Background: an optimization exercise with open tools, aiming at small area and a short achievable clock period. Do not read the settings as production practice.

==> inputs of v2 <==
==> flow/design.v <==
module mod_fold(input [31:0] a, output [23:0] s);
wire [2:0] t0_sel = a[31:29];
wire [17:0] t0 =
    ({18{t0_sel == 3'd1}} & 18'd36977) |
    ({18{t0_sel == 3'd2}} & 18'd73954) |
    ({18{t0_sel == 3'd3}} & 18'd110931) |
    ({18{t0_sel == 3'd4}} & 18'd147908) |
    ({18{t0_sel == 3'd5}} & 18'd184885) |
    ({18{t0_sel == 3'd6}} & 18'd221862) |
    ({18{t0_sel == 3'd7}} & 18'd258839);
wire [2:0] t1_sel = a[28:26];
wire [20:0] t1 =
    ({21{t1_sel == 3'd1}} & 21'd467410) |
    ({21{t1_sel == 3'd2}} & 21'd934820) |
    ({21{t1_sel == 3'd3}} & 21'd168129) |
    ({21{t1_sel == 3'd4}} & 21'd635539) |
    ({21{t1_sel == 3'd5}} & 21'd1102949) |
    ({21{t1_sel == 3'd6}} & 21'd336258) |
    ({21{t1_sel == 3'd7}} & 21'd803668);
wire [2:0] t2_sel = a[25:23];
wire [20:0] t2 =
    ({21{t2_sel == 3'd1}} & 21'd984002) |
    ({21{t2_sel == 3'd2}} & 21'd733903) |
    ({21{t2_sel == 3'd3}} & 21'd483804) |
    ({21{t2_sel == 3'd4}} & 21'd233705) |
    ({21{t2_sel == 3'd5}} & 21'd1217707) |
    ({21{t2_sel == 3'd6}} & 21'd967608) |
    ({21{t2_sel == 3'd7}} & 21'd717509);
assign s = a[22:0] + t0 + t1 + t2;
endmodule
module mod_top(input [23:0] s, output [21:0] x);
wire [3:0] k_sel = s[23:20];
wire [20:0] k =
    ({21{k_sel == 4'd1}} & 21'd1048576) |
    ({21{k_sel == 4'd2}} & 21'd863051) |
    ({21{k_sel == 4'd3}} & 21'd677526) |
    ({21{k_sel == 4'd4}} & 21'd492001) |
    ({21{k_sel == 4'd5}} & 21'd306476) |
    ({21{k_sel == 4'd6}} & 21'd120951) |
    ({21{k_sel == 4'd7}} & 21'd1169527) |
    ({21{k_sel == 4'd8}} & 21'd984002) |
    ({21{k_sel == 4'd9}} & 21'd798477) |
    ({21{k_sel == 4'd10}} & 21'd612952) |
    ({21{k_sel == 4'd11}} & 21'd427427) |
    ({21{k_sel == 4'd12}} & 21'd241902) |
    ({21{k_sel == 4'd13}} & 21'd56377) |
    ({21{k_sel == 4'd14}} & 21'd1104953) |
    ({21{k_sel == 4'd15}} & 21'd919428);
assign x = s[19:0] + k;
endmodule
module mod_final(input [21:0] x, output [20:0] r);
wire [22:0] d = {1'b0, x} - 23'd1234101;
assign r = d[22] ? x[20:0] : d[20:0];
endmodule
module integer_division_modulus(input [31:0] a, output [20:0] r);
wire [23:0] s;
wire [21:0] x;
mod_fold A0 (.a(a), .s(s));
mod_top B0 (.s(s), .x(x));
mod_final C0 (.x(x), .r(r));
endmodule
module mod_reg(
    input clk,
    input [31:0] a,
    output reg [31:0] r
    );
wire [23:0] s;
wire [21:0] x;
wire [20:0] rc;
mod_fold A0 (.a(a), .s(s));
reg [23:0] q;
always @(posedge clk) q <= s;
mod_top B0 (.s(q), .x(x));
mod_final C0 (.x(x), .r(rc));
always @* r = {11'd0, rc};
endmodule
==> flow/flow/run.sh <==
#!/bin/bash
# The standard layout (standard.sh, the ORFS flow) with these changes:
#  - synthesis maps with flow/abc.script (flow/synth.tcl is synth_recipe.tcl with abc's script swapped);
#  - ports are buffered with buf_1 instead of the flow's default pick;
#  - any extra ORFS make variables listed in flow/knobs.txt (one per line).
# The make output goes to flow.log; each ORFS step keeps its own log under orfs/logs/.
set -euo pipefail
W=$PWD
sed -e "s#SYNTH_SCRIPT=[^ ]*#SYNTH_SCRIPT=$W/flow/synth.tcl#" standard.sh > my_standard.sh
export MY_ABC_SCRIPT=$W/flow/abc.script
EXTRA=()
if [[ -f flow/knobs.txt ]]; then
  while IFS= read -r line; do [[ -n "$line" ]] && EXTRA+=("$line"); done < flow/knobs.txt
fi
bash my_standard.sh "BUFFER_PORTS_ARGS=-buffer_cell sky130_fd_sc_hd__buf_1" "${EXTRA[@]}" finish > flow.log 2>&1
==> flow/flow/abc.script <==
strash
&get -n
&fraig -x
&put
scorr
dc2
dretime
strash
&get -n
&dch -f
&nf {D}
&put
buffer
upsize {D}
dnsize {D}
stime -p
==> flow/flow/synth.tcl <==
# synth_recipe.tcl with one change: abc maps with flow/abc.script (area-recovering
# mapping) instead of ORFS's speed script. Everything else is the standard synthesis.
proc synth {args} { yosys synth -nofsm -noshare {*}$args }
proc abc {args} {
  set i [lsearch -exact $args -script]
  if {$i >= 0} { lset args [expr {$i + 1}] $::env(MY_ABC_SCRIPT) }
  set i [lsearch -exact $args -D]
  if {$i >= 0} { set args [lreplace $args $i [expr {$i + 1}]] }
  if {[info exists ::env(MY_ABC_D)]} { lappend args -D $::env(MY_ABC_D) }
  yosys abc {*}$args
}
source $::env(SCRIPTS_DIR)/synth.tcl
# left out here: clear keep_hierarchy, flatten, clean up, hide names made inside functions, write 1_2_yosys.v
==> flow/standard.sh <==
#!/bin/bash
# synth_recipe.tcl (not shown) runs the flow's synth.tcl, then flattens the netlist and writes it again
# the make line also repeats each setting of config.mk as NAME=value (left out here)
make -C /OpenROAD-flow-scripts/flow DESIGN_CONFIG=/design/flow/config.mk WORK_HOME=/design/flow/orfs CLKGATE_MAP_FILE= SYNTH_SCRIPT=/design/flow/synth_recipe.tcl "${@:-finish}"
==> flow/config.mk <==
export PLATFORM = sky130hd
export DESIGN_NAME = mod_reg
export DESIGN_NICKNAME = mod_reg
export VERILOG_FILES = /design/flow/design.v
export SDC_FILE = /design/flow/constraint.sdc
export NUM_CORES = 4
export LEC_CHECK = 0
export CAP_MARGIN = 20
export CORE_MARGIN = 2
export CORE_UTILIZATION = 40
export SLEW_MARGIN = 20
==> flow/constraint.sdc <==
create_clock -name core_clock -period 28.0 [get_ports {clk}]
set_input_delay 5.6000 -clock core_clock [delete_from_list [all_inputs] [get_ports {clk}]]
set_output_delay 5.6000 -clock core_clock [all_outputs]
set_load 0.01 [all_outputs]
==> v30 (differences from v2) <==
==> flow/design.v (replaced) <==
module mod_fold(input [31:0] a, output [22:0] s);
wire [3:0] t0_sel = a[31:28];
wire [19:0] t0 =
    ({20{t0_sel == 4'd1}} & 20'd635539) |
    ({20{t0_sel == 4'd2}} & 20'd36977) |
    ({20{t0_sel == 4'd3}} & 20'd672516) |
    ({20{t0_sel == 4'd4}} & 20'd73954) |
    ({20{t0_sel == 4'd5}} & 20'd709493) |
    ({20{t0_sel == 4'd6}} & 20'd110931) |
    ({20{t0_sel == 4'd7}} & 20'd746470) |
    ({20{t0_sel == 4'd8}} & 20'd147908) |
    ({20{t0_sel == 4'd9}} & 20'd783447) |
    ({20{t0_sel == 4'd10}} & 20'd184885) |
    ({20{t0_sel == 4'd11}} & 20'd820424) |
    ({20{t0_sel == 4'd12}} & 20'd221862) |
    ({20{t0_sel == 4'd13}} & 20'd857401) |
    ({20{t0_sel == 4'd14}} & 20'd258839) |
    ({20{t0_sel == 4'd15}} & 20'd894378);
wire [3:0] t1_sel = a[27:24];
wire [20:0] t1 =
    ({21{t1_sel == 4'd1}} & 21'd733903) |
    ({21{t1_sel == 4'd2}} & 21'd233705) |
    ({21{t1_sel == 4'd3}} & 21'd967608) |
    ({21{t1_sel == 4'd4}} & 21'd467410) |
    ({21{t1_sel == 4'd5}} & 21'd1201313) |
    ({21{t1_sel == 4'd6}} & 21'd701115) |
    ({21{t1_sel == 4'd7}} & 21'd200917) |
    ({21{t1_sel == 4'd8}} & 21'd934820) |
    ({21{t1_sel == 4'd9}} & 21'd434622) |
    ({21{t1_sel == 4'd10}} & 21'd1168525) |
    ({21{t1_sel == 4'd11}} & 21'd668327) |
    ({21{t1_sel == 4'd12}} & 21'd168129) |
    ({21{t1_sel == 4'd13}} & 21'd902032) |
    ({21{t1_sel == 4'd14}} & 21'd401834) |
    ({21{t1_sel == 4'd15}} & 21'd1135737);
wire [3:0] t2_sel = a[23:20];
wire [20:0] t2 =
    ({21{t2_sel == 4'd1}} & 21'd1048576) |
    ({21{t2_sel == 4'd2}} & 21'd863051) |
    ({21{t2_sel == 4'd3}} & 21'd677526) |
    ({21{t2_sel == 4'd4}} & 21'd492001) |
    ({21{t2_sel == 4'd5}} & 21'd306476) |
    ({21{t2_sel == 4'd6}} & 21'd120951) |
    ({21{t2_sel == 4'd7}} & 21'd1169527) |
    ({21{t2_sel == 4'd8}} & 21'd984002) |
    ({21{t2_sel == 4'd9}} & 21'd798477) |
    ({21{t2_sel == 4'd10}} & 21'd612952) |
    ({21{t2_sel == 4'd11}} & 21'd427427) |
    ({21{t2_sel == 4'd12}} & 21'd241902) |
    ({21{t2_sel == 4'd13}} & 21'd56377) |
    ({21{t2_sel == 4'd14}} & 21'd1104953) |
    ({21{t2_sel == 4'd15}} & 21'd919428);
assign s = a[19:0] + t0 + t1 + t2;
endmodule
module mod_top(input [22:0] s, output [22:0] x);
assign x = s;
endmodule
module mod_final(input [22:0] x, output [20:0] r);
wire [23:0] d1 = {1'b0, x} - 24'd2468202;
wire [21:0] y1 = d1[23] ? x[21:0] : d1[21:0];
wire [22:0] d0 = {1'b0, y1} - 23'd1234101;
wire [20:0] y0 = d0[22] ? y1[20:0] : d0[20:0];
assign r = y0[20:0];
endmodule
module integer_division_modulus(input [31:0] a, output [20:0] r);
wire [22:0] s;
wire [22:0] x;
mod_fold A0 (.a(a), .s(s));
mod_top B0 (.s(s), .x(x));
mod_final C0 (.x(x), .r(r));
endmodule
module mod_reg(
    input clk,
    input [31:0] a,
    output reg [31:0] r
    );
wire [22:0] s;
wire [22:0] x;
wire [20:0] rc;
mod_fold A0 (.a(a), .s(s));
reg [22:0] q;
always @(posedge clk) q <= s;
mod_top B0 (.s(q), .x(x));
mod_final C0 (.x(x), .r(rc));
always @* r = {11'd0, rc};
endmodule
==> v5 (differences from v2) <==
==> flow/design.v (replaced) <==
module mod_fold(input [31:0] a, output [22:0] s);
wire [3:0] t0_sel = a[31:28];
wire [19:0] t0 =
    ({20{t0_sel == 4'd1}} & 20'd635539) |
    ({20{t0_sel == 4'd2}} & 20'd36977) |
    ({20{t0_sel == 4'd3}} & 20'd672516) |
    ({20{t0_sel == 4'd4}} & 20'd73954) |
    ({20{t0_sel == 4'd5}} & 20'd709493) |
    ({20{t0_sel == 4'd6}} & 20'd110931) |
    ({20{t0_sel == 4'd7}} & 20'd746470) |
    ({20{t0_sel == 4'd8}} & 20'd147908) |
    ({20{t0_sel == 4'd9}} & 20'd783447) |
    ({20{t0_sel == 4'd10}} & 20'd184885) |
    ({20{t0_sel == 4'd11}} & 20'd820424) |
    ({20{t0_sel == 4'd12}} & 20'd221862) |
    ({20{t0_sel == 4'd13}} & 20'd857401) |
    ({20{t0_sel == 4'd14}} & 20'd258839) |
    ({20{t0_sel == 4'd15}} & 20'd894378);
wire [2:0] t1_sel = a[27:25];
wire [20:0] t1 =
    ({21{t1_sel == 3'd1}} & 21'd233705) |
    ({21{t1_sel == 3'd2}} & 21'd467410) |
    ({21{t1_sel == 3'd3}} & 21'd701115) |
    ({21{t1_sel == 3'd4}} & 21'd934820) |
    ({21{t1_sel == 3'd5}} & 21'd1168525) |
    ({21{t1_sel == 3'd6}} & 21'd168129) |
    ({21{t1_sel == 3'd7}} & 21'd401834);
wire [2:0] t2_sel = a[24:22];
wire [20:0] t2 =
    ({21{t2_sel == 3'd1}} & 21'd492001) |
    ({21{t2_sel == 3'd2}} & 21'd984002) |
    ({21{t2_sel == 3'd3}} & 21'd241902) |
    ({21{t2_sel == 3'd4}} & 21'd733903) |
    ({21{t2_sel == 3'd5}} & 21'd1225904) |
    ({21{t2_sel == 3'd6}} & 21'd483804) |
    ({21{t2_sel == 3'd7}} & 21'd975805);
assign s = a[21:0] + t0 + t1 + t2;
endmodule
module mod_top(input [22:0] s, output [21:0] x);
wire [2:0] k_sel = s[22:20];
wire [20:0] k =
    ({21{k_sel == 3'd1}} & 21'd1048576) |
    ({21{k_sel == 3'd2}} & 21'd863051) |
    ({21{k_sel == 3'd3}} & 21'd677526) |
    ({21{k_sel == 3'd4}} & 21'd492001) |
    ({21{k_sel == 3'd5}} & 21'd306476) |
    ({21{k_sel == 3'd6}} & 21'd120951) |
    ({21{k_sel == 3'd7}} & 21'd1169527);
assign x = s[19:0] + k;
endmodule
module mod_final(input [21:0] x, output [20:0] r);
wire [22:0] d = {1'b0, x} - 23'd1234101;
assign r = d[22] ? x[20:0] : d[20:0];
endmodule
module integer_division_modulus(input [31:0] a, output [20:0] r);
wire [22:0] s;
wire [21:0] x;
mod_fold A0 (.a(a), .s(s));
mod_top B0 (.s(s), .x(x));
mod_final C0 (.x(x), .r(r));
endmodule
module mod_reg(
    input clk,
    input [31:0] a,
    output reg [31:0] r
    );
wire [22:0] s;
wire [21:0] x;
wire [20:0] rc;
mod_fold A0 (.a(a), .s(s));
reg [22:0] q;
always @(posedge clk) q <= s;
mod_top B0 (.s(q), .x(x));
mod_final C0 (.x(x), .r(rc));
always @* r = {11'd0, rc};
endmodule
==> summary.txt <==
The flow ran to the end and the layout has no timing, DRC or antenna violations. Of the post-synthesis cell area, the part taken by muxes is less than 1%. The worst setup path startpoint is a[24].

After the flow finishes, the layout carries non-filler instances totaling 730. The critical path runs through a total of 27 cells. The worst-margin pin slew came out at 0.9235 ns.
[end of results for v30]
==> summary.txt <==
The mux contribution to synthesized area came out at 0.2520%. The worst-margin pin slew is 0.8377 ns. The run finished with no timing, DRC or antenna violations. The count of cells in the finished layout, fillers not included, comes to 672.
[end of results for v5]
==> summary.txt <==
The run finished with no timing, DRC or antenna violations. The non-filler instance count after layout came out at 699. The largest total area in the synthesized netlist belongs to sky130_fd_sc_hd__fa_1. The mux contribution to synthesized area is 0%.

The worst setup path startpoint is q[23]$_DFF_P_. At the pin with the least slew margin, the transition time is approximately 0.70 ns. In this run the number of cells on the critical path is 26. 0 antenna diodes ended up in the layout.

In this run the clock root is driven by a sky130_fd_sc_hd__clkbuf_8. The number of stages on the worst hold path came out at 3.
[end of results for v2]
Function was not checked in any run of this note: the RTL went through the layout flow alone.

==> static timing again, ports no longer ideal <==
In the flow no input, the clock included, has a driving cell. The finished layouts below were timed again as built, in two steps. Step 1, drivers: a clkbuf_16 drives clk and a buf_2 each remaining input, both assumed. Step 2 times the ports against the registers' clock, not the clock port: input delays grow and output delays shrink by t, the midpoint of the rising clock arrivals with the driver on. Three values: ideal ports, drivers, drivers and shift; two values: the first two.
| run | shift t [ns] | setup slack, ns | worst setup path after step 2 | worst register clock-pin slew, ns | worst data-port slew with drivers (ns) |
|---|---|---|---|---|---|
| v2 | 0.276 | 16.689 / 16.663 / 16.784 | input to register | 0.07 / 0.07 | 0.04 |
| v30 | 0.276 | 16.978 / 16.979 / 16.704 | input to register | 0.07 / 0.07 | 0.06 |
| v5 | 0.276 | 16.821 / 16.794 / 16.725 | input to register | 0.07 / 0.07 | 0.04 |
After both steps setup and hold are still met in every run listed. The setup slack of v30, which loses most, moves by +0.001 ns with the drivers and by -0.274 ns with both steps.
